Source: an optimization exercise on an open RTL-to-GDS flow (aim: small area and a short achievable clock period). Production flows keep margins and buffers that such runs may drop.
In this exercise RTL edits were held to simulation tests only and were not proved equivalent to the original.
Power and IR drop assume default switching activity.

==> design.v <==
module cpu_system(input logic clk, reset,
input logic nextInstr, inputInstr, prevData, nextData,
input logic [15:0] inputInstruction,
output logic [15:0] nextInstruction,
output logic [4:0] pc,
output logic [3:0] dispAddr,
output logic [7:0] dispData);
    logic [15:0] ir;
    logic [3:0]  wa;         
    logic        rwe, mwe;   
    logic [4:0]  pcr;
    logic [3:0]  dr;
    logic [7:0]  dd;         
    logic [15:0] ni;         
    logic [7:0]  opa, opb;   
    logic [7:0]  R [16];
    logic [7:0]  M [16];
    function automatic logic [15:0] rom(input logic [4:0] a);
        case (a)
            5'd0: rom = 16'b001_0_0000_0000_0000;
            5'd1: rom = 16'b001_0_0000_0001_0001;
            5'd2: rom = 16'b001_1_0010_00000000;
            5'd3: rom = 16'b001_1_1111_00000000;
            5'd4: rom = 16'b001_1_0100_00000001;
            5'd5: rom = 16'b101_01001_0010_0001;
            5'd6: rom = 16'b010_0_1111_1111_0000;
            5'd7: rom = 16'b010_0_0010_0010_0100;
            5'd8: rom = 16'b101_00101_0000_0000;
            5'd9: rom = 16'b000_0_0000_1111_1111;
            default: rom = 16'b111_0000000000000;
        endcase
    endfunction
    logic [127:0] Rf, Mf;
    always_comb
        for (int k = 0; k < 16; k++) begin
            Rf[k*8 +: 8] = R[k];
            Mf[k*8 +: 8] = M[k];
        end
    wire [2:0] op     = ir[15:13];
    wire       imm    = ir[12];
    wire       is_add = (op == 3'b010);
    wire       is_br  = (op == 3'b101);
    wire       is_stop= (op == 3'b111);
    wire [7:0] ml;
    read_port rp_ml(ir[3:0], Mf, ml);
    wire [7:0] sum   = opa + opb;
    wire       taken = is_br & (opa == opb);
    wire [7:0] r_wd  = is_add ? sum : (imm ? ir[7:0] : ml);
    wire [7:0] m_wd  = imm ? ir[7:0] : opb;
    logic [15:0] wsel;
    always_comb
        for (int k = 0; k < 16; k++) wsel[k] = (wa == k);
    wire [15:0] ir_n = is_stop    ? ir :
                       nextInstr  ? ni :
                       inputInstr ? inputInstruction : 16'h6000;
    wire [2:0]  op_n  = ir_n[15:13];
    wire        add_n = (op_n == 3'b010);
    wire [3:0]  wa_n  = (add_n | ir_n[12]) ? ir_n[11:8] : ir_n[7:4];
    wire        rwe_n = add_n | (op_n == 3'b001);
    wire        mwe_n = (op_n == 3'b000);
    wire [4:0]  pc_n = taken ? ir[12:8] : (nextInstr && !is_stop) ? pcr + 5'd1 : pcr;
    wire [3:0]  dr_n = prevData ? dr - 4'd1 : nextData ? dr + 4'd1 : dr;
    wire [3:0]  a_n = nextInstr ? ni[7:4] : inputInstruction[7:4];
    wire [3:0]  b_n = nextInstr ? ni[3:0] : inputInstruction[3:0];
    wire [7:0]  ra, rb, md;
    read_port rp_a(a_n, Rf, ra);
    read_port rp_b(b_n, Rf, rb);
    wire [7:0]  opa_n = (rwe && wa == a_n) ? r_wd : ra;
    wire [7:0]  opb_n = (rwe && wa == b_n) ? r_wd : rb;
    logic [15:0] sd, sd_n;
    always_comb
        for (int k = 0; k < 16; k++) begin
            sd[k] = (dr == k);
        end
    always_comb
        for (int k = 0; k < 16; k++)
            sd_n[k] = prevData ? sd[(k+1)%16] : nextData ? sd[(k+15)%16] : sd[k];
    read_sel rp_d(sd_n, Mf, md);
    wire        dhit = mwe & |(sd_n & wsel);
    wire [7:0]  dd_n = dhit ? m_wd : md;
    always_ff @(posedge clk, posedge reset)
        if (reset) begin
            ir  <= 16'h6000;
            wa  <= 4'd0;
            rwe <= 1'b0;
            mwe <= 1'b0;
            opa <= 8'd0;
            opb <= 8'd0;
            pcr <= 5'd0;
            ni  <= rom(5'd0);
            dr  <= 4'd0;
            dd  <= 8'd0;
        end else begin
            ir  <= ir_n;
            wa  <= wa_n;
            rwe <= rwe_n;
            mwe <= mwe_n;
            opa <= opa_n;
            opb <= opb_n;
            pcr <= pc_n;
            ni  <= rom(pc_n);
            dr  <= dr_n;
            dd  <= dd_n;
        end
    always_ff @(posedge clk, posedge reset)
        if (reset) begin
            for (int k = 0; k < 16; k++) R[k] <= 8'd0;
        end else
            for (int k = 0; k < 16; k++)
                if (rwe && wsel[k]) R[k] <= r_wd;
    always_ff @(posedge clk, posedge reset)
        if (reset) begin
            for (int k = 0; k < 16; k++) M[k] <= 8'd0;
        end else
            for (int k = 0; k < 16; k++)
                if (mwe && wsel[k]) M[k] <= m_wd;
    assign nextInstruction = ni;
    assign pc       = pcr;
    assign dispAddr = dr;
    assign dispData = dd;
endmodule
module read_port(input logic [3:0] a, input logic [127:0] arr, output logic [7:0] q);
    logic [15:0] sel;
    decode16 dec(a, sel);
    read_sel rs(sel, arr, q);
endmodule
module read_sel(input logic [15:0] sel, input logic [127:0] arr, output logic [7:0] q);
    for (genvar b = 0; b < 8; b++) begin : g_bit
        logic [15:0] col;
        for (genvar k = 0; k < 16; k++) begin : g_word
            assign col[k] = arr[k*8 + b];
        end
        and_or16 ao(sel, col, q[b]);
    end
endmodule
module decode16(input logic [3:0] a, output logic [15:0] sel);
    logic [3:0] lo_n, hi_n;
    decode4n dlo(a[1:0], lo_n);
    decode4n dhi(a[3:2], hi_n);
    for (genvar k = 0; k < 16; k++) begin : g_sel
        nor2 u(lo_n[k%4], hi_n[k/4], sel[k]);
    end
endmodule
module decode4n(input logic [1:0] a, output logic [3:0] y_n);
    always_comb
        for (int k = 0; k < 4; k++) y_n[k] = (a != k);
endmodule
module nor2(input logic a, b, output logic y);
    assign y = ~(a | b);
endmodule
module and_or16(input logic [15:0] s, input logic [15:0] d, output logic q);
    logic [5:0] t;
    aoi222 u0(s[0], d[0], s[1], d[1], s[2], d[2], t[0]);
    aoi222 u1(s[3], d[3], s[4], d[4], s[5], d[5], t[1]);
    aoi222 u2(s[6], d[6], s[7], d[7], s[8], d[8], t[2]);
    aoi222 u3(s[9], d[9], s[10], d[10], s[11], d[11], t[3]);
    aoi222 u4(s[12], d[12], s[13], d[13], s[14], d[14], t[4]);
    nand2  u5(s[15], d[15], t[5]);
    nand6  u6(t, q);
endmodule
module aoi222(input logic a0, a1, b0, b1, c0, c1, output logic y);
    assign y = ~(a0 & a1 | b0 & b1 | c0 & c1);
endmodule
module nand2(input logic a, b, output logic y);
    assign y = ~(a & b);
endmodule
module nand6(input logic [5:0] a, output logic y);
    assign y = ~&a;
endmodule
==> run.sh <==
#!/bin/bash
# synth_recipe.tcl (not shown) runs the flow's synth.tcl, then flattens the netlist and writes it again
# the make line also repeats each setting of config.mk as NAME=value (left out here)
make -C /OpenROAD-flow-scripts/flow DESIGN_CONFIG=/design/flow/config.mk WORK_HOME=/design/flow/orfs CLKGATE_MAP_FILE= SYNTH_SCRIPT=/design/flow/synth_recipe.tcl finish
==> config.mk <==
export PLATFORM = sky130hd
export DESIGN_NAME = cpu_system
export DESIGN_NICKNAME = cpu_system
export VERILOG_FILES = /design/flow/design.v
export SDC_FILE = /design/flow/constraint.sdc
export NUM_CORES = 4
export LEC_CHECK = 0
export CAP_MARGIN = 20
export CORE_MARGIN = 2
export CORE_UTILIZATION = 60
export SETUP_SLACK_MARGIN = 4.2
export SLEW_MARGIN = 20
export SYNTH_HIERARCHICAL = 1
export SYNTH_MINIMUM_KEEP_SIZE = 0
export TNS_END_PERCENT = 5
==> constraint.sdc <==
create_clock -name core_clock -period 6.5 [get_ports {clk}]
set_input_delay 1.3000 -clock core_clock [delete_from_list [all_inputs] [get_ports {clk}]]
set_output_delay 1.3000 -clock core_clock [all_outputs]
set_load 0.01 [all_outputs]
==> results of run 1 <==
[modules after synthesis (local to each module, per instance), a selection]
| module | flops+latches | cells inside |
|---|---|---|
| nand6 | 0 | 2 |
| nor2 | 0 | 1 |
| aoi222 | 0 | 1 |
| cpu_system | 325 | 1352 |
| decode4n | 0 | 4 |
| nand2 | 0 | 1 |
[final timing paths]
check / from / endpoint
worst min register to register: R[4][3] / R[4][3]
worst max-delay path: nextInstr / opa[7]
min in group asynchronous: reset / dr[3]
worst min-delay path: R[4][3] / R[4][3]
worst max register to register: ir[2] / R[12][7]
max in group asynchronous: reset / R[5][2]
[metrics by stage]
step	setup WS, ns	util, %	std cells	total power, mW	instance area [um^2]
5_1_grt	3.592	75.08	2155	6.355	19570
3_3_place_gp	2.030	64.08	2013	3.543	16700
3_5_place_dp	2.026	64.09	2013	3.560	16700
4_1_cts	3.719	72.80	2126	5.900	18970
2_1_floorplan	0.8657	-	1680	3.044	15890
6_report	3.579	75.08	2155	6.185	19570
[worst reg2reg max path: cells and delay by family, from the launching register on]
kind	cells	cell delay, ns
simple gates	5	0.85
compound gates	3	0.83
flops	1	0.49
buf+inv	2	0.36
mux	1	0.16
[where the power goes]
group	total (mW)	switching (mW)	leakage, nW	internal, mW
Clock	2.13	0.846	0.606	1.28
Sequential	2.28	0.163	4.45	2.11
Combinational	1.78	1.14	3.17	0.637
Total	6.18	2.15	8.23	4.03
[cell families (layout without fill, tap and decap cells)]
| logic type | count (synthesis) | count (layout) | synth area share (%) |
|---|---|---|---|
| AOI/OAI and AO/OA | 516 | 516 | 22.31 |
| xor gates and xnor gates | 21 | 21 | 1.158 |
| adders and majority gates | 21 | 21 | 1.701 |
| buffers and inverters | 110 | 250 | 2.820 |
| DFF | 325 | 325 | 51.22 |
| muxes | 41 | 41 | 2.710 |
| and+or+nand+nor | 646 | 646 | 18.08 |
[cell type report]
type                       count  area [um^2]
inverter                      35        137.6
sequential                   325         8149
clock buffer                  52         1084
clock inverter                13        162.7
multi-input combinational   1245         8152
timing repair buffer         150         1461
tap                          335        419.2
fill                        1811         6494
[per-layer routing]
metal	track usage [%]	vias up	wire, um
li1	-	6522	-
met1	57.42	7245	21980
met2	55.71	1093	23110
met3	10.79	161	7806
met4	10.98	2	1703
met5	0	-	13
[flip-flops by register name, summed over array words and instances, names as in the netlist]
signal,cells
M,128
dd,8
rwe,1
wa,4
opb,8
opa,8
R,128
mwe,1
ni,14
pcr,5
ir,16
dr,4
[what timing repair did]
item                                    4_1_cts  5_1_grt
hold buffers                                  0        0
endpoints found under the setup margin      269      324
cloned                                        3        3
resized for setup                           207       94
pin swaps                                    49       47
setup buffers                                45       26
[cell usage in the layout, fill, tap and decap left out, types with 13 or more instances in the layout]
master           synthesis  routed
a21oi_1                 98      93
a222oi_1               160     160
and4_1                  32      26
buf_4                    2      79
clkbuf_16                0      38
clkdlybuf4s50_1          0      36
dfrtp_1                322     314
dlygate4sd2_1            0      14
inv_1                   34      24
mux2i_1                 34      27
nand2_1                284     276
nand3_1                 53      46
nor2_1                 188     138
nor2_2                   0      32
nor2_4                   0      18
nor3_1                  14      13
o21ai_0                206     180
xnor2_1                 13      13
==> flow_metrics.env, run 1 <==
export IMPL_status="timing/DRC/antenna clean"
export IMPL_whs_ns=0.5091
export IMPL_cp_slowest_stage_delay_ns=0.51
export IMPL_synthCells=1680
export IMPL_synth_nets=1723
export IMPL_wl_mm=54.61
export IMPL_r2r_slack_ns=3.65
export IMPL_path_max_fanout=8
export IMPL_start_util_pct=60.95
export IMPL_critPathLaunchType="primary input"
export IMPL_die_h_um=166.7
export IMPL_critPathBufInv=3
export IMPL_gr_usage_all_layers_pct=38.59
export IMPL_yosysMostFrequentCell="dfrtp_1"
export IMPL_drc=0
export IMPL_dp_hpwl_mm=36.80
export IMPL_path_clk_slew_ns=0.06
export IMPL_ys_async_sr_fraction_pct=100.0
export IMPL_finalCriticalPeriod_ns=2.921
export IMPL_grt_setup_unrepaired="true"
export IMPL_setup_violations=0
export IMPL_hp_class="reg -> reg"
export IMPL_portBuffers=54
export IMPL_p_per_area_nw_per_um2=316.1
export IMPL_synth_area_leader_cell="dfrtp_1"
export IMPL_first_global_vias=14340
export IMPL_globalRouteOverflowTotal=0
export IMPL_grt_max_degree=172
export IMPL_hold_path_depth=2
export IMPL_synth_seq_cells=325
export IMPL_crit_type="in -> reg"
export IMPL_cts_buffers=36
export IMPL_htreeDepth=2
export IMPL_max_slew_margin_pct=26.89
export IMPL_dieArea_um2=27790
export IMPL_synthFlopType="dfrtp_1"
export IMPL_ys_types=61
export IMPL_cts_sinks=325
export IMPL_dieWidth_um=166.7
export IMPL_drt_iter0_markers=3284
export IMPL_path_common_cell="buf_12"
export IMPL_maxCapViolCount=0
export IMPL_worst_setup_path_end_kind="flip-flop"
export IMPL_clk_insertion_delay_late_ns=0.54
export IMPL_routed_via_count=15020
export IMPL_root_buffer="clkbuf_16"
export IMPL_crit_required_ns=6.89
export IMPL_path_depth=11
export IMPL_clockBufferDepth=3
export IMPL_critPathArrivalTime_ns=3.32
export IMPL_via_per_inst=6.971
export IMPL_worst_pin_slew_ns=1.093
export IMPL_yosysWarnings=10
export IMPL_synth_area_per_cell_um2=9.455
export IMPL_core_um2=26060
export IMPL_finalHoldViolations=0
export IMPL_synth_edf_count=0
export IMPL_wire_per_inst_um=25.34
export IMPL_slew_violations=0
export IMPL_drtPass1Iterations=14
export IMPL_max_freq_mhz=342.3
export IMPL_final_setup_tns_ns=0
export IMPL_areaGrowthSynthToFinish_pct=23.17
export IMPL_tritoncts="yes"
export IMPL_syn_cell_area_um2=15880
export IMPL_grt_first_pass_wirelength_mm=83.88
export IMPL_antenna_found_initial=1
export IMPL_num_rows=59
export IMPL_ys_top_cells_by_count="dfrtp_1 (322), nand2_1 (284), o21ai_0 (206)"
export IMPL_diodes=0
export IMPL_fin_skew_ns=0.02508
export IMPL_synth_top_area_share_pct=50.73
export IMPL_nNetsFinal=1836
export IMPL_postRouteAntennaNets=0
export IMPL_leakagePower_nw=8.232
export IMPL_ir_drop_uv=337.5
export IMPL_drive_gt1_share_pct=18.30
export IMPL_cp_cell_sequence="buf_12 > buf_12 > mux2i_4 > inv_2 > or2_4 > nor2_4 > a222oi_1 > and4_2 > nand3_2 > nand2_1 > o21ai_1"
export IMPL_gp_congestion=0.9823
export IMPL_io_pins=55
export IMPL_worstRegToRegCells=11
export IMPL_yosysSeqAreaShare_pct=51.22
export IMPL_synth_area_top_cells="dfrtp_1 (51%), a222oi_1 (10%), nand2_1 (6.7%), o21ai_0 (6.5%), nor2_1 (4.4%)"
export IMPL_slowest_stage="a222oi_1"
export IMPL_cp_top_family="simple AND/OR/NAND/NOR gates"
export IMPL_fin_crit_sh_pct=44.94
==> run 2: changes to the inputs <==
==> flow/run.sh (new file) <==
#!/bin/bash
# The standard layout, with two ORFS settings changed:
# - the port buffers are buf_4 cells instead of the buffer buffer_ports picks
#   by default (a slow delay cell on this platform);
# - timing repair may swap a cell for one with a different footprint.
set -euo pipefail
bash standard.sh \
  "BUFFER_PORTS_ARGS=-buffer_cell sky130_fd_sc_hd__buf_4" \
  MATCH_CELL_FOOTPRINT=0 \
  finish > standard.log 2>&1
==> standard.sh (new file) <==
#!/bin/bash
# synth_recipe.tcl (not shown) runs the flow's synth.tcl, then flattens the netlist and writes it again
# the make line also repeats each setting of config.mk as NAME=value (left out here)
make -C /OpenROAD-flow-scripts/flow DESIGN_CONFIG=/design/flow/config.mk WORK_HOME=/design/flow/orfs CLKGATE_MAP_FILE= SYNTH_SCRIPT=/design/flow/synth_recipe.tcl "${@:-finish}"
removed: run.sh
==> flow_metrics.env, run 2 <==
export IMPL_status="timing/DRC/antenna clean"
export IMPL_fin_crit_sh_pct=43.29
export IMPL_worst_setup_path_end_kind="flip-flop"
export IMPL_max_slew_margin_pct=29.26
export IMPL_slew_violations=0
export IMPL_leakagePower_nw=8.142
export IMPL_grt_setup_unrepaired="true"
export IMPL_htreeDepth=2
export IMPL_final_common_cell="dfrtp_1"
export IMPL_synth_area_top_cells="dfrtp_1 (51%), a222oi_1 (10%), nand2_1 (6.7%), o21ai_0 (6.5%), nor2_1 (4.4%)"
export IMPL_via_per_inst=6.948
export IMPL_setup_violations=0
export IMPL_nNetsFinal=1826
export IMPL_setup_slack_ns=3.686
export IMPL_clk_insertion_delay_late_ns=0.52
export IMPL_cts_sinks=325
export IMPL_tritoncts="yes"
export IMPL_gr_usage_all_layers_pct=37.80
export IMPL_path_clk_slew_ns=0.06
export IMPL_cts_buffers=36
export IMPL_synth_nets=1723
export IMPL_ir_drop_uv=335.0
export IMPL_io_pins=55
export IMPL_max_freq_mhz=355.4
export IMPL_critPathLaunchType="primary input"
export IMPL_hp_class="reg -> reg"
export IMPL_crit_type="in -> reg"
export IMPL_start_util_pct=60.95
export IMPL_pre_cts_slack_ns=2.618
export IMPL_fillerInstances=1869
export IMPL_mostFrequentLayoutCells="dfrtp_1 (313), nand2_1 (278), o21ai_0 (189), a222oi_1 (160), nor2_1 (137)"
export IMPL_first_global_vias=13950
export IMPL_drive_gt1_share_pct=19.47
export IMPL_ys_top_cells_by_count="dfrtp_1 (322), nand2_1 (284), o21ai_0 (206)"
export IMPL_routed_via_count=14890
export IMPL_grt_first_pass_wirelength_mm=81.48
export IMPL_synth_seq_cells=325
export IMPL_ys_async_sr_fraction_pct=100.0
export IMPL_clockBufferDepth=3
export IMPL_wire_per_inst_um=25.02
export IMPL_core_um2=26060
export IMPL_worst_pin_slew_ns=1.057
export IMPL_synth_area_leader_cell="dfrtp_1"
export IMPL_wl_mm=53.63
export IMPL_num_rows=59
export IMPL_final_setup_tns_ns=0
export IMPL_drtPass1Iterations=11
export IMPL_synthCells=1680
export IMPL_critPathArrivalTime_ns=3.20
export IMPL_antenna_found_initial=1
export IMPL_die_h_um=166.7
export IMPL_fin_skew_ns=0.01554
export IMPL_synth_edf_count=0
export IMPL_yosysWarnings=10
export IMPL_gp_congestion=0.9698
export IMPL_diodes=0
export IMPL_ys_types=61
export IMPL_drt_iter0_markers=3154
export IMPL_yosysSeqAreaShare_pct=51.22
export IMPL_dp_hpwl_mm=35.50
export IMPL_globalRouteOverflowTotal=0
export IMPL_finalHoldViolations=0
export IMPL_synth_area_per_cell_um2=9.455
export IMPL_maxCapViolCount=0
export IMPL_grt_max_degree=170
export IMPL_dieWidth_um=166.7
export IMPL_p_per_area_nw_per_um2=312.6
export IMPL_areaGrowthSynthToFinish_pct=20.96
export IMPL_synth_top_area_share_pct=50.73
export IMPL_finalCriticalPeriod_ns=2.814
export IMPL_path_max_fanout=8
export IMPL_postRouteAntennaNets=0
export IMPL_portBuffers=54
export IMPL_yosysMostFrequentCell="dfrtp_1"
export IMPL_drc=0
export IMPL_crit_required_ns=6.89
export IMPL_syn_cell_area_um2=15880
export IMPL_root_buffer="clkbuf_16"
export IMPL_synthFlopType="dfrtp_1"
export IMPL_dieArea_um2=27790
export IMPL_largest_registers="M (128), R (128), ir (16)"
run 2: cell counts after synthesis:
No cell type changed its count.
run 2: critical path, stage by stage:
cell and delay [ns]:
buf_16 0.13, mux2i_4 0.21, inv_2 0.14, or2_4 0.20, nor2_4 0.08, a222oi_1 0.51
and4_1 0.37, nand3_1 0.10, nand2_1 0.07, o21ai_1 0.08
run 2: kinds of logic (layout without fill, tap and decap cells):
| kind of cell | Yosys count | count (layout) | synth area share (%) |
|---|---|---|---|
| buffers and inverters | 110 | 238 | 2.820 |
| flip-flops | 325 | 325 | 51.22 |
| AO/OA/AOI/OAI | 516 | 516 | 22.31 |
| XOR/XNOR | 21 | 21 | 1.158 |
| multiplexers | 41 | 41 | 2.710 |
| AND/OR/NAND/NOR | 646 | 646 | 18.08 |
| adder cells (fa/ha/maj) | 21 | 21 | 1.701 |
run 2: area by class of cell:
cell class	count	area (um^2)	share of cell area [%]
Clock buffer	56	1057	5.503
Clock inverter	7	87.58	0.4558
Inverter	35	142.6	0.7424
Multi-Input combinational cell	1245	8098	42.15
Sequential cell	325	8148	42.41
Tap cell	335	419.2	2.182
Timing Repair Buffer	140	1261	6.564
run 2: path summary, 6_finish.rpt:
kind,startpoint,endpoint,slack [ns],depth (start not counted)
hold reg to reg,M[7][2],M[7][2],0.51,2
setup reg to reg,wa[2],M[5][5],3.75,5
min in group asynchronous,reset,pcr[1],1.00,3
hold / removal,M[7][2],M[7][2],0.51,2
max in group asynchronous,reset,ir[0],4.60,3
setup / recovery,nextInstr,opb[5],3.69,10
run 2: timing repair:
| action | in CTS | in global routing |
|---|---|---|
| buffers inserted | 40 | 22 |
| gates cloned | 3 | 1 |
| setup endpoints to repair | 280 | 296 |
| hold buffers | 0 | 0 |
| gates resized for setup | 176 | 60 |
| pin swaps | 45 | 50 |
run 2: where the power goes:
part | total (mW) | switching [mW] | internal [mW]
registers | 2.30 | 0.190 | 2.11
logic | 1.70 | 1.10 | 0.603
clock network | 2.00 | 0.804 | 1.20
run 2: per-module statistics from Yosys, one instance, submodules excluded, excerpt:
module	flip-flops and latches	copies in the design	cells inside	cell area, um^2
decode4n	0	6	4	22.52
nor2	0	48	1	3.754
nand6	0	32	2	13.76
nand2	0	32	1	3.754
aoi222	0	160	1	10.01
cpu_system	325	1	1352	13410
run 2: metal layers:
| layer | GRT usage [%] | wire length (um) | up-vias |
|---|---|---|---|
| li1 | - | - | 6498 |
| met1 | 57.60 | 22170 | 7201 |
| met2 | 53.93 | 22490 | 1026 |
| met3 | 9.458 | 7298 | 165 |
| met4 | 10.64 | 1678 | 0 |
| met5 | 0 | 0 | - |
run 2: stage by stage:
stage               power (mW)  hold WS (ns)  utilization, %  cells  area, um^2
CTS                      5.829        0.5064           72.13   2119       18800
global placement         3.536        0.4831           63.58   2013       16570
finish                   6.006        0.5071           73.73   2143       19210
floorplan                3.044        0.4692               -   1680       15890
global route             6.191        0.5319           73.73   2143       19210
detailed placement       3.545        0.4926           63.59   2013       16570
==> run 3: changes to the inputs <==
--- a/design.v
+++ b/design.v
@@ -80,28 +80,28 @@
     wire [7:0]  dd_n = dhit ? m_wd : md;
     always_ff @(posedge clk, posedge reset)
         if (reset) begin
-            ir  <= 16'h6000;
-            wa  <= 4'd0;
+            ir[15:13] <= 3'b011;
             rwe <= 1'b0;
             mwe <= 1'b0;
-            opa <= 8'd0;
-            opb <= 8'd0;
             pcr <= 5'd0;
             ni  <= rom(5'd0);
             dr  <= 4'd0;
             dd  <= 8'd0;
         end else begin
-            ir  <= ir_n;
-            wa  <= wa_n;
+            ir[15:13] <= ir_n[15:13];
             rwe <= rwe_n;
             mwe <= mwe_n;
-            opa <= opa_n;
-            opb <= opb_n;
             pcr <= pc_n;
             ni  <= rom(pc_n);
             dr  <= dr_n;
             dd  <= dd_n;
         end
+    always_ff @(posedge clk) begin
+        ir[12:0] <= ir_n[12:0];
+        wa  <= wa_n;
+        opa <= opa_n;
+        opb <= opb_n;
+    end
     always_ff @(posedge clk, posedge reset)
         if (reset) begin
             for (int k = 0; k < 16; k++) R[k] <= 8'd0;
--- a/config.mk
+++ b/config.mk
@@ -8,6 +8,8 @@
 export CAP_MARGIN = 20
 export CORE_MARGIN = 2
 export CORE_UTILIZATION = 60
+export CTS_CLUSTER_DIAMETER = 100
+export CTS_CLUSTER_SIZE = 30
 export SETUP_SLACK_MARGIN = 4.2
 export SLEW_MARGIN = 20
 export SYNTH_HIERARCHICAL = 1
==> flow_metrics.env, run 3 <==
export IMPL_status="timing/DRC/antenna clean"
export IMPL_synth_fa_ha_area_share_pct=1.766
export IMPL_die_h_um=166.6
export IMPL_postCtsHoldBufs=0
export IMPL_worst_setup_path_end_kind="flip-flop"
export IMPL_core_um2=25980
export IMPL_gr_usage_all_layers_pct=35.56
export IMPL_wl_mm=51.31
export IMPL_clk_insertion_delay_late_ns=0.52
export IMPL_synth_area_leader_cell="dfrtp_1"
export IMPL_hp_class="reg -> reg"
export IMPL_grt_first_pass_wirelength_mm=77.74
export IMPL_path_clk_slew_ns=0.11
export IMPL_synth_top_area_share_pct=45.58
export IMPL_nNetsFinal=1715
export IMPL_ys_top_cells_by_count="nand2_1 (294), dfrtp_1 (289), o21ai_0 (216)"
export IMPL_start_util_pct=61.06
export IMPL_first_global_vias=13270
export IMPL_drt_iter0_markers=2667
export IMPL_root_buffer="clkbuf_16"
export IMPL_multiInputGateArea_um2=7909
export IMPL_synth_compound_gate_area_share_pct=21.32
export IMPL_clockBufferDepth=3
export IMPL_fin_crit_sh_pct=44.56
export IMPL_final_common_cell="nand2_1"
export IMPL_via_per_inst=6.959
export IMPL_top_usage_layer="met2"
export IMPL_p_per_area_nw_per_um2=264.1
export IMPL_globalRouteOverflowTotal=0
export IMPL_tritoncts="yes"
export IMPL_path_max_fanout=8
export IMPL_syn_cell_area_um2=15870
export IMPL_grt_setup_unrepaired="true"
export IMPL_max_slew_margin_pct=28.11
export IMPL_areaGrowthSynthToFinish_pct=13.15
export IMPL_largest_registers="M (128), R (128), ir (16)"
export IMPL_synth_area_top_cells="dfrtp_1 (46%), a222oi_1 (10%), nand2_1 (7.0%), o21ai_0 (6.8%), dfxtp_1 (3.7%)"
export IMPL_fin_cells=2013
export IMPL_dieArea_um2=27760
export IMPL_crit_type="reg -> reg"
export IMPL_drc=0
export IMPL_drive_gt1_share_pct=18.06
export IMPL_max_freq_mhz=345.3
export IMPL_finalHoldViolations=0
export IMPL_grt_max_degree=149
export IMPL_antenna_found_initial=0
export IMPL_seqCellArea_um2=8015
export IMPL_synth_simple_gate_area_share_pct=16.89
export IMPL_slew_violations=0
export IMPL_critPathLaunchType="flip-flop"
export IMPL_critPathArrivalTime_ns=3.27
export IMPL_ys_types=67
export IMPL_ir_drop_uv=262.5
export IMPL_synth_seq_cells=325
export IMPL_cts_buffers=15
export IMPL_portBuffers=54
export IMPL_wire_per_inst_um=25.49
export IMPL_fin_skew_ns=0.01990
export IMPL_synthXorXnorAreaFrac_pct=1.104
export IMPL_synth_mux_area_share_pct=5.489
export IMPL_fillerInstances=2013
export IMPL_postRouteAntennaNets=0
export IMPL_worst_pin_slew_ns=1.074
export IMPL_yosysWarnings=10
export IMPL_cts_sinks=325
export IMPL_setup_violations=0
export IMPL_crit_required_ns=6.88
export IMPL_final_setup_tns_ns=0
export IMPL_synth_edf_count=4
export IMPL_synthFlopType="dfrtp_1"
export IMPL_mostFrequentLayoutCells="nand2_1 (288), dfrtp_1 (286), o21ai_0 (196), a222oi_1 (160), nor2_1 (92)"
export IMPL_grtUsageMet3_pct=5.276
export IMPL_synth_area_per_cell_um2=9.758
export IMPL_synthCells=1626
export IMPL_met1_usage_pct=48.31
export IMPL_synth_top_family_by_area="compound AO/OA/AOI/OAI gates"
export IMPL_dp_hpwl_mm=34.43
export IMPL_fin_util_pct=69.09
export IMPL_io_pins=55
export IMPL_gp_congestion=0.9763
export IMPL_dieWidth_um=166.6
export IMPL_yosysSeqAreaShare_pct=50.49
export IMPL_routed_via_count=14010
export IMPL_use_met2_pct=56.40
export IMPL_ys_async_sr_fraction_pct=89.85
export IMPL_dp_cells=1953
export IMPL_num_rows=59
export IMPL_drtPass1Iterations=11
export IMPL_diodes=0
export IMPL_maxCapViolCount=0
export IMPL_leakagePower_nw=7.513
export IMPL_yosysMostFrequentCell="nand2_1"
export IMPL_htreeDepth=1
export IMPL_synth_nets=1669
export IMPL_finalCriticalPeriod_ns=2.896
## run 3: what timing repair did
item	CTS	global route
endpoints found under the setup margin	225	411
resized for setup	126	66
pin swaps	23	16
buffers inserted	18	9
cloned	4	6
## run 3: Yosys stat by module (local to each module, per instance), excerpt
| module | flops+latches | copies in the design | cells |
|---|---|---|---|
| aoi222 | 0 | 160 | 1 |
| cpu_system | 325 | 1 | 1298 |
| decode4n | 0 | 6 | 4 |
| nand2 | 0 | 32 | 1 |
| nand6 | 0 | 32 | 2 |
| nor2 | 0 | 48 | 1 |
## run 3: stage by stage
step	hold slack, ns	total power, mW	setup slack (ns)	cell area [um^2]
3_3_place_gp	0.4837	3.368	2.709	16510
4_1_cts	0.5192	4.628	3.788	17660
6_report	0.5206	4.742	3.604	17950
3_5_place_dp	0.4934	3.382	2.699	16510
2_1_floorplan	0.4613	2.975	1.327	15870
5_1_grt	0.5532	4.909	3.604	17950
## run 3: worst max-delay path, cell delays in order, from the launching register on
cell,delay [ns]
edfxtp_1,0.54
nand2b_4,0.27
nor2_2,0.12
a222oi_1,0.48
and4_4,0.35
nand3_2,0.11
mux2i_1,0.21
nor2_2,0.08
a21oi_4,0.26
buf_4,0.23
o21ai_0,0.09
## run 3: cell families (layout without fill, tap and decap cells)
family | count (synthesis) | after routing
AO/OA/AOI/OAI | 481 | 481
XOR/XNOR | 20 | 20
adder cells (fa/ha/maj) | 22 | 22
buffers and inverters | 110 | 162
flip-flops | 325 | 325
multiplexers | 77 | 77
AND/OR/NAND/NOR | 591 | 591
## run 3: layout make-up
type	count	share of cell area, %
Multi-Input combinational cell	1191	44.05
Tap cell	335	2.335
Clock inverter	4	0.3972
Sequential cell	325	44.64
Timing Repair Buffer	109	5.750
Inverter	30	0.6481
Clock buffer	19	2.174
## run 3: worst paths after layout
kind | to | startpoint | cells past startpoint | slack [ns]
setup / recovery | R[14][0] | ir[0] | 10 | 3.60
hold / removal | M[7][6] | M[7][6] | 2 | 0.52
setup reg to reg | R[14][0] | ir[0] | 10 | 3.60
hold reg to reg | M[7][6] | M[7][6] | 2 | 0.52
max in group asynchronous | R[5][5] | reset | 4 | 4.32
min in group asynchronous | M[12][2] | reset | 3 | 0.94
## run 3: report_power, final
group          switching [mW]  leakage, nW  total [mW]  internal [mW]
registers               0.162         4.30        2.26           2.10
logic                   0.873         2.99        1.33          0.460
clock network           0.663        0.222        1.15          0.484
total                    1.70         7.51        4.74           3.04
## run 3: metal layers
| metal | wire [um] | up-vias |
|---|---|---|
| met3 | 4453 | 189 |
| met4 | 3060 | 0 |
| li1 | - | 6206 |
| met5 | 0 | - |
| met1 | 20350 | 6756 |
| met2 | 23440 | 857 |
==> run 4: changes to the inputs <==
==> flow/run.sh (replaced) <==
#!/bin/bash
# The standard layout, with two ORFS settings changed:
# - the port buffers are buf_2 cells instead of the buffer buffer_ports picks
#   by default (a slow delay cell on this platform);
# - timing repair may swap a cell for one with a different footprint.
set -euo pipefail
bash standard.sh \
  "BUFFER_PORTS_ARGS=-buffer_cell sky130_fd_sc_hd__buf_2" \
  MATCH_CELL_FOOTPRINT=0 \
  finish > standard.log 2>&1
--- a/config.mk
+++ b/config.mk
@@ -9,7 +9,7 @@
 export CORE_MARGIN = 2
 export CORE_UTILIZATION = 60
 export CTS_CLUSTER_DIAMETER = 100
-export CTS_CLUSTER_SIZE = 30
+export CTS_CLUSTER_SIZE = 20
 export SETUP_SLACK_MARGIN = 4.2
 export SLEW_MARGIN = 20
 export SYNTH_HIERARCHICAL = 1
==> flow_metrics.env, run 4 <==
export IMPL_max_freq_mhz=355.5
export IMPL_drt_iter0_markers=2613
export IMPL_yosysWarnings=10
export IMPL_slowest_stage="a222oi_1"
export IMPL_first_global_vias=13280
export IMPL_drive_gt1_share_pct=21.89
export IMPL_cp_top_family="simple AND/OR/NAND/NOR gates"
export IMPL_ir_drop_uv=442.9
export IMPL_leakagePower_nw=7.680
export IMPL_status="timing/DRC/antenna clean"
export IMPL_ys_async_sr_fraction_pct=89.85
export IMPL_globalRouteOverflowTotal=0
export IMPL_worst_setup_path_end_kind="flip-flop"
export IMPL_drc=0
export IMPL_critPathLaunchType="primary input"
export IMPL_die_h_um=166.6
export IMPL_final_common_cell="dfrtp_1"
export IMPL_postCtsHoldBufs=0
export IMPL_synth_area_top_cells="dfrtp_1 (46%), a222oi_1 (10%), nand2_1 (7.0%), o21ai_0 (6.8%), dfxtp_1 (3.7%)"
export IMPL_synth_seq_cells=325
export IMPL_core_um2=25980
export IMPL_ys_top_cells_by_count="nand2_1 (294), dfrtp_1 (289), o21ai_0 (216)"
export IMPL_maxCapViolCount=0
export IMPL_clk_insertion_delay_late_ns=0.53
export IMPL_fin_skew_ns=0.03027
export IMPL_p_per_area_nw_per_um2=269.3
export IMPL_io_pins=55
export IMPL_synth_area_per_cell_um2=9.758
export IMPL_htreeDepth=1
export IMPL_portBuffers=54
export IMPL_cts_sinks=325
export IMPL_hp_class="reg -> reg"
export IMPL_synth_top_area_share_pct=45.58
export IMPL_drtPass1Iterations=12
export IMPL_path_clk_slew_ns=0.09
export IMPL_clockBufferDepth=3
export IMPL_dp_hpwl_mm=35.34
export IMPL_setup_violations=0
export IMPL_fin_crit_sh_pct=43.27
export IMPL_via_per_inst=6.935
export IMPL_tritoncts="yes"
export IMPL_path_max_fanout=6
export IMPL_gr_usage_all_layers_pct=36.30
export IMPL_slew_violations=0
export IMPL_synth_edf_count=4
export IMPL_synth_area_leader_cell="dfrtp_1"
export IMPL_areaGrowthSynthToFinish_pct=16.07
export IMPL_grt_first_pass_wirelength_mm=79.05
export IMPL_nNetsFinal=1748
export IMPL_num_rows=59
export IMPL_yosysSeqAreaShare_pct=50.49
export IMPL_cp_cell_sequence="buf_16 > mux2i_4 > inv_2 > nand2b_4 > nor2_4 > a222oi_1 > and4_1 > nand3_1 > nand2_1 > o21ai_0"
export IMPL_routed_via_count=14210
export IMPL_gp_congestion=0.9779
export IMPL_critPathBufInv=2
export IMPL_cp_slowest_stage_delay_ns=0.47
export IMPL_grt_setup_unrepaired="true"
export IMPL_final_setup_tns_ns=0
export IMPL_start_util_pct=61.06
export IMPL_yosysMostFrequentCell="nand2_1"
export IMPL_postRouteAntennaNets=0
export IMPL_mostFrequentLayoutCells="dfrtp_1 (286), nand2_1 (283), o21ai_0 (197), a222oi_1 (160), nor2_1 (81)"
export IMPL_dieArea_um2=27760
export IMPL_synthFlopType="dfrtp_1"
export IMPL_antenna_found_initial=1
export IMPL_syn_cell_area_um2=15870
export IMPL_ys_types=67
export IMPL_critPathArrivalTime_ns=3.21
export IMPL_finalHoldViolations=0
export IMPL_max_slew_margin_pct=30.49
export IMPL_wl_mm=52.96
export IMPL_finalCriticalPeriod_ns=2.813
export IMPL_grt_max_degree=150
export IMPL_root_buffer="clkbuf_16"
export IMPL_worst_pin_slew_ns=1.039
export IMPL_crit_required_ns=6.90
export IMPL_pre_cts_slack_ns=2.462
export IMPL_synth_nets=1669
export IMPL_wire_per_inst_um=25.85
export IMPL_crit_type="in -> reg"
export IMPL_synthCells=1626
export IMPL_largest_registers="M (128), R (128), ir (16)"
export IMPL_dieWidth_um=166.6
export IMPL_setup_slack_ns=3.687
export IMPL_cts_buffers=20
## run 4: power breakdown
part	internal (mW)	switching [mW]
logic	0.502	0.922
clock network	0.600	0.681
registers	2.10	0.156
## run 4: cells by family after synthesis
kind of cell	after synthesis	share of synthesized area, %
xor gates and xnor gates	20	1.104
and+or+nand+nor	591	16.89
AOI/OAI and AO/OA	481	21.32
adders and majority gates	22	1.766
muxes	77	5.488
buffers and inverters	110	2.933
DFF	325	50.49
## run 4: worst register-to-register path, cell delays in order, from the launching register on
cell and delay, ns:
edfxtp_1 0.53, nand2b_4 0.26, nor2_4 0.09, a222oi_1 0.41
and4_2 0.37, nand3_2 0.12, mux2i_1 0.17, a21oi_1 0.08
o211ai_1 0.15, buf_4 0.23, buf_8 0.17, o21ai_0 0.09
## run 4: final timing paths
kind	depth (start not counted)	start	slack [ns]	end
worst max-delay path	10	nextInstr	3.69	opa[1]
worst min-delay path	2	R[7][6]	0.51	R[7][6]
worst max register to register	11	ir[0]	3.71	R[15][6]
worst min register to register	2	R[7][6]	0.51	R[7][6]
max in group asynchronous	3	reset	4.19	ni[14]
min in group asynchronous	2	reset	0.96	M[12][2]
## run 4: timing repair
item,4_1_cts,5_1_grt
setup endpoints to repair,287,492
endpoints found under the hold margin,0,0
gates cloned,3,7
pin swaps,35,48
resized for setup,131,122
buffers inserted,16,38
## run 4: cell type report
cell class	instances	area [um^2]
Antenna cell	1	2.502
Inverter	30	116.4
Clock buffer	29	555.5
Timing Repair Buffer	136	1106
Clock inverter	1	16.27
Fill cell	1960	7569
Sequential cell	325	8030
Multi-Input combinational cell	1192	8170
Tap cell	335	419.2
## run 4: Yosys stat by module (local to each module, per instance), a selection
module	cell area, um^2	times used	flip-flops and latches	cells inside
decode4n	22.52	6	0	4
aoi222	10.01	160	0	1
nor2	3.754	48	0	1
nand2	3.754	32	0	1
nand6	13.76	32	0	2
cpu_system	13390	1	325	1298
## run 4: per-stage QoR
step | util [%] | total power [mW] | hold slack (ns) | std cells | area [um^2]
2_1_floorplan | - | 2.975 | 0.4613 | 1626 | 15870
3_3_place_gp | 63.01 | 3.357 | 0.4822 | 1954 | 16370
3_5_place_dp | 63.01 | 3.366 | 0.4929 | 1954 | 16370
4_1_cts | 67.88 | 4.743 | 0.5130 | 2003 | 17640
5_1_grt | 70.87 | 5.133 | 0.5360 | 2049 | 18420
6_report | 70.87 | 4.960 | 0.5116 | 2049 | 18420
## run 4: metal layers
layer  up-vias  wire length, um  track usage [%]
li1       6270                -                -
met1      6834            20470            48.71
met2       899            24160            58.03
met3       207             4545            4.682
met4         0             3792            19.42
met5         -                0                0
==> run 5: changes to the inputs <==
--- a/config.mk
+++ b/config.mk
@@ -10,7 +10,7 @@
 export CORE_UTILIZATION = 60
 export CTS_CLUSTER_DIAMETER = 100
 export CTS_CLUSTER_SIZE = 20
-export SETUP_SLACK_MARGIN = 4.2
+export SETUP_SLACK_MARGIN = 3.7
 export SLEW_MARGIN = 20
 export SYNTH_HIERARCHICAL = 1
 export SYNTH_MINIMUM_KEEP_SIZE = 0
==> flow_metrics.env, run 5 <==
export IMPL_synthFlopType="dfrtp_1"
export IMPL_cts_buffers=20
export IMPL_leakagePower_nw=7.292
export IMPL_antenna_found_initial=0
export IMPL_r2r_end="R[9][5]"
export IMPL_maxCapViolCount=0
export IMPL_drive_gt1_share_pct=16.13
export IMPL_final_common_cell="nand2_1"
export IMPL_start_util_pct=61.06
export IMPL_pre_cts_slack_ns=2.462
export IMPL_portBuffers=54
export IMPL_largest_registers="M (128), R (128), ir (16)"
export IMPL_cts_sinks=325
export IMPL_r2r_slack_ns=3.67
export IMPL_synth_top_area_share_pct=45.58
export IMPL_synth_area_top_cells="dfrtp_1 (46%), a222oi_1 (10%), nand2_1 (7.0%), o21ai_0 (6.8%), dfxtp_1 (3.7%)"
export IMPL_gp_congestion=0.9779
export IMPL_grt_max_degree=150
export IMPL_cp_top_family="simple AND/OR/NAND/NOR gates"
export IMPL_max_freq_mhz=343.7
export IMPL_cp_cell_sequence="buf_12 > mux2i_4 > inv_2 > nand2b_4 > nor2_1 > a222oi_1 > and4_2 > nand3_1 > nand2_1 > o21ai_0"
export IMPL_yosysMostFrequentCell="nand2_1"
export IMPL_synth_nets=1669
export IMPL_synth_area_leader_cell="dfrtp_1"
export IMPL_r2r_start="ir[2]"
export IMPL_drtPass1Iterations=10
export IMPL_ys_async_sr_fraction_pct=89.85
export IMPL_wl_mm=50.02
export IMPL_num_rows=59
export IMPL_syn_cell_area_um2=15870
export IMPL_mostFrequentLayoutCells="nand2_1 (287), dfrtp_1 (286), o21ai_0 (211), a222oi_1 (160), nor2_1 (92)"
export IMPL_nNetsFinal=1703
export IMPL_globalRouteOverflowTotal=0
export IMPL_ys_top_cells_by_count="nand2_1 (294), dfrtp_1 (289), o21ai_0 (216)"
export IMPL_final_cell_area_um2=17500
export IMPL_io_pins=55
export IMPL_finalHoldViolations=0
export IMPL_setup_violations=0
export IMPL_yosysSeqAreaShare_pct=50.49
export IMPL_fin_crit_sh_pct=44.76
export IMPL_grt_first_pass_wirelength_mm=77.40
export IMPL_setup_slack_ns=3.591
export IMPL_synth_area_per_cell_um2=9.758
export IMPL_dp_hpwl_mm=35.34
export IMPL_hold_path_depth=2
export IMPL_synth_edf_count=4
export IMPL_tritoncts="yes"
export IMPL_fin_util_pct=67.36
export IMPL_yosysWarnings=10
export IMPL_dieArea_um2=27760
export IMPL_synthCells=1626
export IMPL_postRouteAntennaNets=0
export IMPL_core_um2=25980
export IMPL_drc=0
export IMPL_root_buffer="clkbuf_16"
export IMPL_slowest_stage="nor2_1"
export IMPL_dpl_cell_area_um2=16370
export IMPL_synth_seq_cells=325
export IMPL_whs_endpoint="R[7][6]"
export IMPL_critPathBufInv=2
export IMPL_drt_iter0_markers=2305
export IMPL_wire_per_inst_um=24.97
export IMPL_critPathArrivalTime_ns=3.35
export IMPL_grt_setup_unrepaired="true"
export IMPL_crit_required_ns=6.94
export IMPL_die_h_um=166.6
export IMPL_path_clk_slew_ns=0.09
export IMPL_critPathLaunchType="primary input"
export IMPL_dieWidth_um=166.6
export IMPL_max_slew_margin_pct=27.57
export IMPL_worst_setup_path_end_kind="flip-flop"
export IMPL_fin_skew_ns=0.02412
export IMPL_worstRegToRegCells=10
export IMPL_clk_insertion_delay_late_ns=0.53
export IMPL_routed_via_count=13790
export IMPL_finalCriticalPeriod_ns=2.909
export IMPL_first_global_vias=13030
export IMPL_clockBufferDepth=3
export IMPL_path_max_fanout=25
export IMPL_worst_pin_slew_ns=1.083
export IMPL_cp_slowest_stage_delay_ns=0.50
export IMPL_ir_drop_uv=414.9
export IMPL_p_per_area_nw_per_um2=273.1
export IMPL_slew_violations=0
export IMPL_hp_class="reg -> reg"
export IMPL_crit_type="in -> reg"
export IMPL_areaGrowthSynthToFinish_pct=10.31
export IMPL_gr_usage_all_layers_pct=35.58
export IMPL_htreeDepth=1
export IMPL_postCtsHoldBufs=0
export IMPL_status="timing/DRC/antenna clean"
export IMPL_ys_types=67
export IMPL_hp_start="R[7][6]"
export IMPL_final_setup_tns_ns=0
export IMPL_diodes=0
export IMPL_via_per_inst=6.885
==> run 5: final cells by class <==
| cell class | count | area, um^2 |
|---|---|---|
| flip-flops and latches | 325 | 8015 |
| fillers | 2115 | 8482 |
| inverters | 30 | 116.4 |
| clock inverters | 1 | 16.27 |
| well taps | 335 | 419.2 |
| clock buffers | 29 | 555.5 |
| repair buffers | 92 | 606.8 |
| multi-input cells | 1191 | 7774 |
==> run 5: Yosys stat by module (local to each module, per instance), a selection <==
module	copies in the design	area (um^2)
aoi222	160	10.01
cpu_system	1	13390
nand2	32	3.754
decode4n	6	22.52
nand6	32	13.76
nor2	48	3.754
==> run 5: worst min-delay path, delay by kind of cell, from the launching register on <==
kind	cells	cell delay, ns
and+or+nand+nor	1	0.05
DFF	1	0.37
AOI/OAI and AO/OA	1	0.06
==> run 5: layer usage <==
metal / share of wire, % / vias to the layer above / GRT usage, %
li1: - / 6171 / -
met1: 39 / 6601 / 47.46
met2: 47 / 838 / 57.74
met5: 0 / - / 0
met4: 6.2 / 0 / 17.92
met3: 8.2 / 181 / 4.539
==> run 5: metrics by stage <==
| step | hold slack [ns] | power, mW | instances |
|---|---|---|---|
| 2_1_floorplan | 0.4613 | 2.975 | 1626 |
| 3_3_place_gp | 0.4822 | 3.357 | 1954 |
| 3_5_place_dp | 0.4929 | 3.366 | 1954 |
| 4_1_cts | 0.5130 | 4.673 | 1986 |
| 5_1_grt | 0.5359 | 4.963 | 2003 |
| 6_report | 0.5131 | 4.781 | 2003 |
==> run 5: cells by family after synthesis <==
| group | Yosys count | synth area share [%] |
|---|---|---|
| and+or+nand+nor | 591 | 16.89 |
| AOI/OAI and AO/OA | 481 | 21.32 |
| DFF | 325 | 50.49 |
| buffers and inverters | 110 | 2.933 |
| muxes | 77 | 5.488 |
| adders and majority gates | 22 | 1.766 |
| xor gates and xnor gates | 20 | 1.104 |
==> run 5: timing repair <==
action / CTS / global route
setup endpoints to repair: 111 / 166
pin swaps: 6 / 17
buffers inserted: 2 / 17
resized for setup: 68 / 50
==> run 5: worst max path at each step <==
stage	start	endpoint	slack, ns	depth (start not counted)
2_1_floorplan	reset	M[0][0]	1.33	1
3_3_place_gp	nextInstr	opa[7]	2.49	8
3_5_place_dp	nextInstr	opa[7]	2.46	8
4_1_cts	nextData	dd[5]	3.61	10
5_1_grt	opb[3]	ni[13]	3.60	9
6_report	nextInstr	opa[6]	3.59	10
==> run 5: power by group <==
part           leakage (nW)  total, mW  internal [mW]  switching [mW]
Combinational          2.72       1.25          0.421           0.827
Sequential             4.30       2.25           2.10           0.154
Clock                 0.276       1.28          0.600           0.680
==> run 6: changes to the inputs <==
--- a/config.mk
+++ b/config.mk
@@ -10,7 +10,7 @@
 export CORE_UTILIZATION = 60
 export CTS_CLUSTER_DIAMETER = 100
 export CTS_CLUSTER_SIZE = 20
-export SETUP_SLACK_MARGIN = 3.7
+export SETUP_SLACK_MARGIN = 3.8
 export SLEW_MARGIN = 20
 export SYNTH_HIERARCHICAL = 1
 export SYNTH_MINIMUM_KEEP_SIZE = 0
==> flow_metrics.env, run 6 <==
export IMPL_die_h_um=166.6
export IMPL_antenna_found_initial=0
export IMPL_gr_usage_all_layers_pct=35.76
export IMPL_synth_seq_cells=325
export IMPL_fillerInstances=2099
export IMPL_setup_violations=0
export IMPL_postCtsHoldBufs=0
export IMPL_dieArea_um2=27760
export IMPL_worst_setup_path_end_kind="flip-flop"
export IMPL_status="timing/DRC/antenna clean"
export IMPL_fin_total_pwr_mw=4.738
export IMPL_gp_congestion=0.9779
export IMPL_r2r_start="ir[3]"
export IMPL_start_util_pct=61.06
export IMPL_cts_buffers=20
export IMPL_drt_iter0_markers=2473
export IMPL_drive_gt1_share_pct=15.86
export IMPL_fin_crit_sh_pct=43.73
export IMPL_hold_path_depth=2
export IMPL_max_freq_mhz=351.8
export IMPL_ys_types=67
export IMPL_fin_skew_ns=0.02863
export IMPL_nNetsFinal=1700
export IMPL_final_setup_tns_ns=0
export IMPL_synth_nets=1669
export IMPL_critPathArrivalTime_ns=3.29
export IMPL_path_clk_slew_ns=0.09
export IMPL_path_max_fanout=12
export IMPL_routed_via_count=13790
export IMPL_yosysWarnings=10
export IMPL_yosysMostFrequentCell="nand2_1"
export IMPL_final_cell_area_um2=17520
export IMPL_htreeDepth=1
export IMPL_hp_class="reg -> reg"
export IMPL_tritoncts="yes"
export IMPL_synth_area_per_cell_um2=9.758
export IMPL_finalHoldViolations=0
export IMPL_worst_pin_slew_ns=1.035
export IMPL_grt_first_pass_wirelength_mm=77.89
export IMPL_wl_mm=50.14
export IMPL_ys_top_cells_by_count="nand2_1 (294), dfrtp_1 (289), o21ai_0 (216)"
export IMPL_synth_area_leader_cell="dfrtp_1"
export IMPL_areaGrowthSynthToFinish_pct=10.43
export IMPL_synth_edf_count=4
export IMPL_whs_ns=0.5126
export IMPL_grt_setup_unrepaired="true"
export IMPL_ir_drop_uv=402.4
export IMPL_worstRegToRegCells=10
export IMPL_core_um2=25980
export IMPL_cts_sinks=325
export IMPL_wire_per_inst_um=25.07
export IMPL_postRouteAntennaNets=0
export IMPL_portBuffers=54
export IMPL_synthFlopType="dfrtp_1"
export IMPL_num_rows=59
export IMPL_globalRouteOverflowTotal=0
export IMPL_r2r_end="R[13][0]"
export IMPL_p_per_area_nw_per_um2=270.4
export IMPL_diodes=0
export IMPL_ys_async_sr_fraction_pct=89.85
export IMPL_crit_required_ns=6.94
export IMPL_dieWidth_um=166.6
export IMPL_maxCapViolCount=0
export IMPL_dpl_cell_area_um2=16370
export IMPL_clockBufferDepth=3
export IMPL_fin_util_pct=67.43
export IMPL_grt_max_degree=150
export IMPL_dp_hpwl_mm=35.34
export IMPL_synthCells=1626
export IMPL_max_slew_margin_pct=30.77
export IMPL_r2r_slack_ns=3.68
export IMPL_slew_violations=0
export IMPL_root_buffer="clkbuf_16"
export IMPL_leakagePower_nw=7.323
export IMPL_synth_top_area_share_pct=45.58
export IMPL_via_per_inst=6.894
export IMPL_finalCriticalPeriod_ns=2.842
export IMPL_crit_type="in -> reg"
export IMPL_hp_start="R[4][2]"
export IMPL_drc=0
export IMPL_largest_registers="M (128), R (128), ir (16)"
export IMPL_syn_cell_area_um2=15870
export IMPL_yosysSeqAreaShare_pct=50.49
export IMPL_clk_insertion_delay_late_ns=0.53
export IMPL_whs_endpoint="R[4][2]"
export IMPL_io_pins=55
export IMPL_mostFrequentLayoutCells="dfrtp_1 (286), nand2_1 (286), o21ai_0 (211), a222oi_1 (160), nor2_1 (95)"
export IMPL_drtPass1Iterations=12
export IMPL_critPathLaunchType="primary input"
export IMPL_first_global_vias=13080
export IMPL_synth_area_top_cells="dfrtp_1 (46%), a222oi_1 (10%), nand2_1 (7.0%), o21ai_0 (6.8%), dfxtp_1 (3.7%)"
==> run 6: through the flow <==
stage | cells | setup slack (ns)
final | 2000 | 3.658
after global routing | 2000 | 3.619
after CTS | 1989 | 3.727
after detailed placement | 1954 | 2.462
after global placement | 1954 | 2.488
after floorplan | 1626 | 1.327
==> run 6: logic make-up (layout without fill, tap and decap cells) <==
group / count (synthesis) / in the layout / share of synthesized area, %
buffers and inverters: 110 / 149 / 2.933
muxes: 77 / 77 / 5.488
DFF: 325 / 325 / 50.49
adders and majority gates: 22 / 22 / 1.766
xor gates and xnor gates: 20 / 20 / 1.104
AOI/OAI and AO/OA: 481 / 481 / 21.32
and+or+nand+nor: 591 / 591 / 16.89
==> run 6: routing by layer <==
metal / wire, um / GRT usage, %
met1: 19780 / 47.84
met2: 23240 / 57.89
met3: 3980 / 4.777
met4: 3134 / 17.73
met5: 0 / 0
==> run 6: how the worst max path moves through the flow <==
stage	startpoint	to	slack (ns)
2_1_floorplan	reset	M[0][0]	1.33
3_3_place_gp	nextInstr	opa[7]	2.49
3_5_place_dp	nextInstr	opa[7]	2.46
4_1_cts	dr[3]	dispAddr[3]	3.73
5_1_grt	opb[3]	ni[13]	3.62
6_report	nextInstr	opa[3]	3.66
==> run 6: per-module statistics from Yosys (local to each module, per instance), a selection <==
module      area [um^2]  flops+latches  times used
nand6             13.76              0          32
nor2              3.754              0          48
aoi222            10.01              0         160
cpu_system        13390            325           1
decode4n          22.52              0           6
nand2             3.754              0          32
==> run 6: cell type report <==
type | count | area, um^2 | share of cell area, %
multi-input combinational | 1191 | 7790 | 44.46
tap | 335 | 419.2 | 2.392
timing repair buffer | 89 | 609.3 | 3.478
clock inverter | 1 | 16.27 | 0.09283
sequential | 325 | 8015 | 45.74
inverter | 30 | 116.4 | 0.6641
clock buffer | 29 | 555.5 | 3.171
==> run 6: critical path: stages <==
cell	delay (ns)
buf_16	0.14
mux2i_4	0.29
inv_2	0.10
nand2b_4	0.19
nor2_1	0.46
a222oi_1	0.25
and4_1	0.28
nand3_1	0.11
nand2_1	0.05
o21ai_0	0.09
==> run 6: report_power, final <==
part	internal, mW	switching [mW]
Sequential	2.10	0.155
Combinational	0.385	0.813
Clock	0.600	0.685
==> run 6: what timing repair did <==
item | CTS | global route
setup buffers | 4 | 11
pin swaps | 11 | 15
gates cloned | 1 | 0
setup endpoints to repair | 168 | 165
endpoints found under the hold margin | 0 | 0
resized for setup | 94 | 28
==> run 7: changes to the inputs <==
--- a/config.mk
+++ b/config.mk
@@ -9,7 +9,7 @@
 export CORE_MARGIN = 2
 export CORE_UTILIZATION = 60
 export CTS_CLUSTER_DIAMETER = 100
-export CTS_CLUSTER_SIZE = 20
+export CTS_CLUSTER_SIZE = 25
 export SETUP_SLACK_MARGIN = 3.8
 export SLEW_MARGIN = 20
 export SYNTH_HIERARCHICAL = 1
==> flow_metrics.env, run 7 <==
export IMPL_core_um2=25980
export IMPL_finalHoldViolations=0
export IMPL_yosysSeqAreaShare_pct=50.49
export IMPL_via_per_inst=6.988
export IMPL_dieArea_um2=27760
export IMPL_p_switching_mw=1.638
export IMPL_maxCapViolCount=0
export IMPL_grt_max_degree=150
export IMPL_synthFlopType="dfrtp_1"
export IMPL_synth_mux_area_share_pct=5.489
export IMPL_synthXorXnorAreaFrac_pct=1.104
export IMPL_drive_gt1_share_pct=16.66
export IMPL_dp_hpwl_mm=35.34
export IMPL_path_clk_slew_ns=0.11
export IMPL_synth_simple_gate_area_share_pct=16.89
export IMPL_root_buffer="clkbuf_16"
export IMPL_final_setup_tns_ns=0
export IMPL_dp_cells=1954
export IMPL_worst_pin_slew_ns=1.037
export IMPL_synth_area_leader_cell="dfrtp_1"
export IMPL_grt_first_pass_wirelength_mm=77.94
export IMPL_dieWidth_um=166.6
export IMPL_final_common_cell="dfrtp_1"
export IMPL_critPathLaunchType="primary input"
export IMPL_dpl_cell_area_um2=16370
export IMPL_clockBufferDepth=3
export IMPL_io_pins=55
export IMPL_whs_ns=0.5170
export IMPL_fin_util_pct=67.64
export IMPL_internal_power_mw=2.988
export IMPL_max_freq_mhz=346.4
export IMPL_routed_via_count=13960
export IMPL_first_global_vias=13110
export IMPL_synthCells=1626
export IMPL_start_util_pct=61.06
export IMPL_crit_type="in -> reg"
export IMPL_slowest_stage="a222oi_1"
export IMPL_yosysWarnings=10
export IMPL_largest_registers="M (128), R (128), ir (16)"
export IMPL_postRouteAntennaNets=0
export IMPL_leakagePower_nw=7.321
export IMPL_cts_sinks=325
export IMPL_gr_usage_all_layers_pct=35.77
export IMPL_hold_path_depth=2
export IMPL_cts_buffers=16
export IMPL_cp_slowest_stage_delay_ns=0.47
export IMPL_yosysMostFrequentCell="nand2_1"
export IMPL_ys_types=67
export IMPL_globalRouteOverflowTotal=0
export IMPL_final_cell_area_um2=17580
export IMPL_grt_setup_unrepaired="true"
export IMPL_clk_insertion_delay_late_ns=0.53
export IMPL_synth_top_area_share_pct=45.58
export IMPL_synth_area_top_cells="dfrtp_1 (46%), a222oi_1 (10%), nand2_1 (7.0%), o21ai_0 (6.8%), dfxtp_1 (3.7%)"
export IMPL_num_rows=59
export IMPL_max_slew_margin_pct=30.62
export IMPL_path_depth=8
export IMPL_hp_class="reg -> reg"
export IMPL_diodes=0
export IMPL_portBuffers=54
export IMPL_status="timing/DRC/antenna clean"
export IMPL_setup_slack_ns=3.613
export IMPL_p_per_area_nw_per_um2=263.2
export IMPL_hp_start="M[4][2]"
export IMPL_drt_iter0_markers=2617
export IMPL_antenna_found_initial=0
export IMPL_syn_cell_area_um2=15870
export IMPL_pre_cts_slack_ns=2.462
export IMPL_die_h_um=166.6
export IMPL_fin_crit_sh_pct=44.41
export IMPL_fin_cells=1998
export IMPL_power_frac_seq_pct=48.9
export IMPL_synth_edf_count=4
export IMPL_critPathArrivalTime_ns=3.30
export IMPL_crit_required_ns=6.92
export IMPL_startpoint="nextInstr"
export IMPL_wl_mm=51.25
export IMPL_synth_compound_gate_area_share_pct=21.32
export IMPL_wire_per_inst_um=25.65
export IMPL_worstRegToRegCells=10
export IMPL_finalCriticalPeriod_ns=2.887
export IMPL_mostFrequentLayoutCells="dfrtp_1 (286), nand2_1 (285), o21ai_0 (210), a222oi_1 (160), nor2_1 (90)"
export IMPL_drtPass1Iterations=10
export IMPL_fin_total_pwr_mw=4.626
export IMPL_synth_fa_ha_area_share_pct=1.766
export IMPL_ys_top_cells_by_count="nand2_1 (294), dfrtp_1 (289), o21ai_0 (216)"
export IMPL_fin_skew_ns=0.02540
export IMPL_cp_cell_sequence="clkbuf_16 > o21ai_4 > nand2b_4 > nor2_4 > a222oi_1 > and4_1 > nand3_2 > mux2_2"
export IMPL_areaGrowthSynthToFinish_pct=10.77
export IMPL_pwr_share_clk_pct=24.3
export IMPL_synth_nets=1669
export IMPL_gp_congestion=0.9779
export IMPL_setup_violations=0
export IMPL_ir_drop_uv=320.6
export IMPL_ys_async_sr_fraction_pct=89.85
export IMPL_swShare_pct=35.41
export IMPL_htreeDepth=1
export IMPL_worst_setup_path_end_kind="flip-flop"
export IMPL_combPwrFrac_pct=26.7
export IMPL_r2r_start="ir[2]"
export IMPL_tritoncts="yes"
export IMPL_drc=0
export IMPL_cp_top_family="compound AO/OA/AOI/OAI gates"
export IMPL_synth_top_family_by_area="compound AO/OA/AOI/OAI gates"
export IMPL_critPathBufInv=1
export IMPL_path_max_fanout=8
export IMPL_nNetsFinal=1701
export IMPL_synth_seq_cells=325
export IMPL_synth_area_per_cell_um2=9.758
export IMPL_slew_violations=0
[run 7: modules after synthesis (local to each module, per instance), excerpt]
module	cell area [um^2]	flip-flops and latches
cpu_system	13390	325
nand2	3.754	0
aoi222	10.01	0
nand6	13.76	0
decode4n	22.52	0
nor2	3.754	0
[run 7: timing repair]
action / CTS / global route
buffers inserted: 4 / 11
hold buffers: 0 / 0
pin swaps: 13 / 18
endpoints found under the setup margin: 169 / 166
cloned: 1 / 5
resized for setup: 100 / 51
[run 7: cell type report]
class,count,area (um^2)
Fill cell,2090,8409
Sequential cell,325,8015
Inverter,30,116.4
Multi-Input combinational cell,1193,7891
Clock buffer,23,447.9
Timing Repair Buffer,92,685.7
Tap cell,335,419.2
[run 7: cells by family (layout without fill, tap and decap cells)]
family          count (synthesis)  in the layout
xor+xnor                       20             20
compound gates                481            483
buf+inv                       110            145
fa+ha+maj                      22             22
mux                            77             77
simple gates                  591            591
flops                         325            325
[run 7: final timing paths]
path	to	slack, ns
setup reg to reg	R[11][1]	3.67
hold / removal	M[4][2]	0.52
hold reg to reg	M[4][2]	0.52
setup / recovery	opa[7]	3.61
min in group asynchronous	M[13][3]	0.96
max in group asynchronous	ni[14]	4.20
[run 7: worst reg2reg max path: stages (launching register included)]
cell and delay [ns]:
edfxtp_1 0.51, nand2b_4 0.26, nor2_4 0.10, a222oi_1 0.51, and4_1 0.34, nand3_1 0.16
inv_1 0.09, o21ai_0 0.07, a21oi_1 0.18, buf_4 0.29, o21ai_0 0.17
[run 7: metal layers]
metal,vias up,share of wire [%],global-route usage (%)
met5,-,0,0
met4,0,6.6,18.37
met3,196,8.6,4.135
met2,871,46,57.46
met1,6714,39,48.40
li1,6181,-,-
[run 7: power by group through the flow]
stage | sequential (mW) | clock, mW | combinational [mW]
floorplan | 2.21 | 0 | 0.765
global route | 2.28 | 1.20 | 1.32
finish | 2.26 | 1.13 | 1.24
detailed placement | 2.29 | 0 | 1.07
CTS | 2.26 | 1.14 | 1.15
global placement | 2.29 | 0 | 1.07

[what the ideal ports hide]
How much do the figures lean on ideal ports? The routed layouts below were timed once more, with nothing changed but the port constraints. Step 1 assumes that a clkbuf_16 drives the clock port and a buf_2 every other input. Step 2 also shifts input and output timing later by t, the mid clock arrival at the registers, as if the neighbouring blocks saw the same clock. Three values: ideal ports, drivers, drivers and shift; two values: the first two.
run	t, ns	setup slack, ns	worst slew at a driven data input, ns
run 1	0.577	3.579 / 3.579 / 3.002	0.14
run 2	0.562	3.686 / 3.543 / 2.981	0.22
run 3	0.567	3.604 / 3.604 / 3.048	0.17
run 4	0.571	3.687 / 3.616 / 3.045	0.17
run 5	0.573	3.591 / 3.577 / 3.004	0.06
run 6	0.573	3.658 / 3.579 / 3.006	0.13
run 7	0.570	3.613 / 3.503 / 2.933	0.18
After both steps setup and hold are still met in every run listed. The setup slack of run 2, which loses most, moves by -0.143 ns with the drivers and by -0.705 ns with both steps.
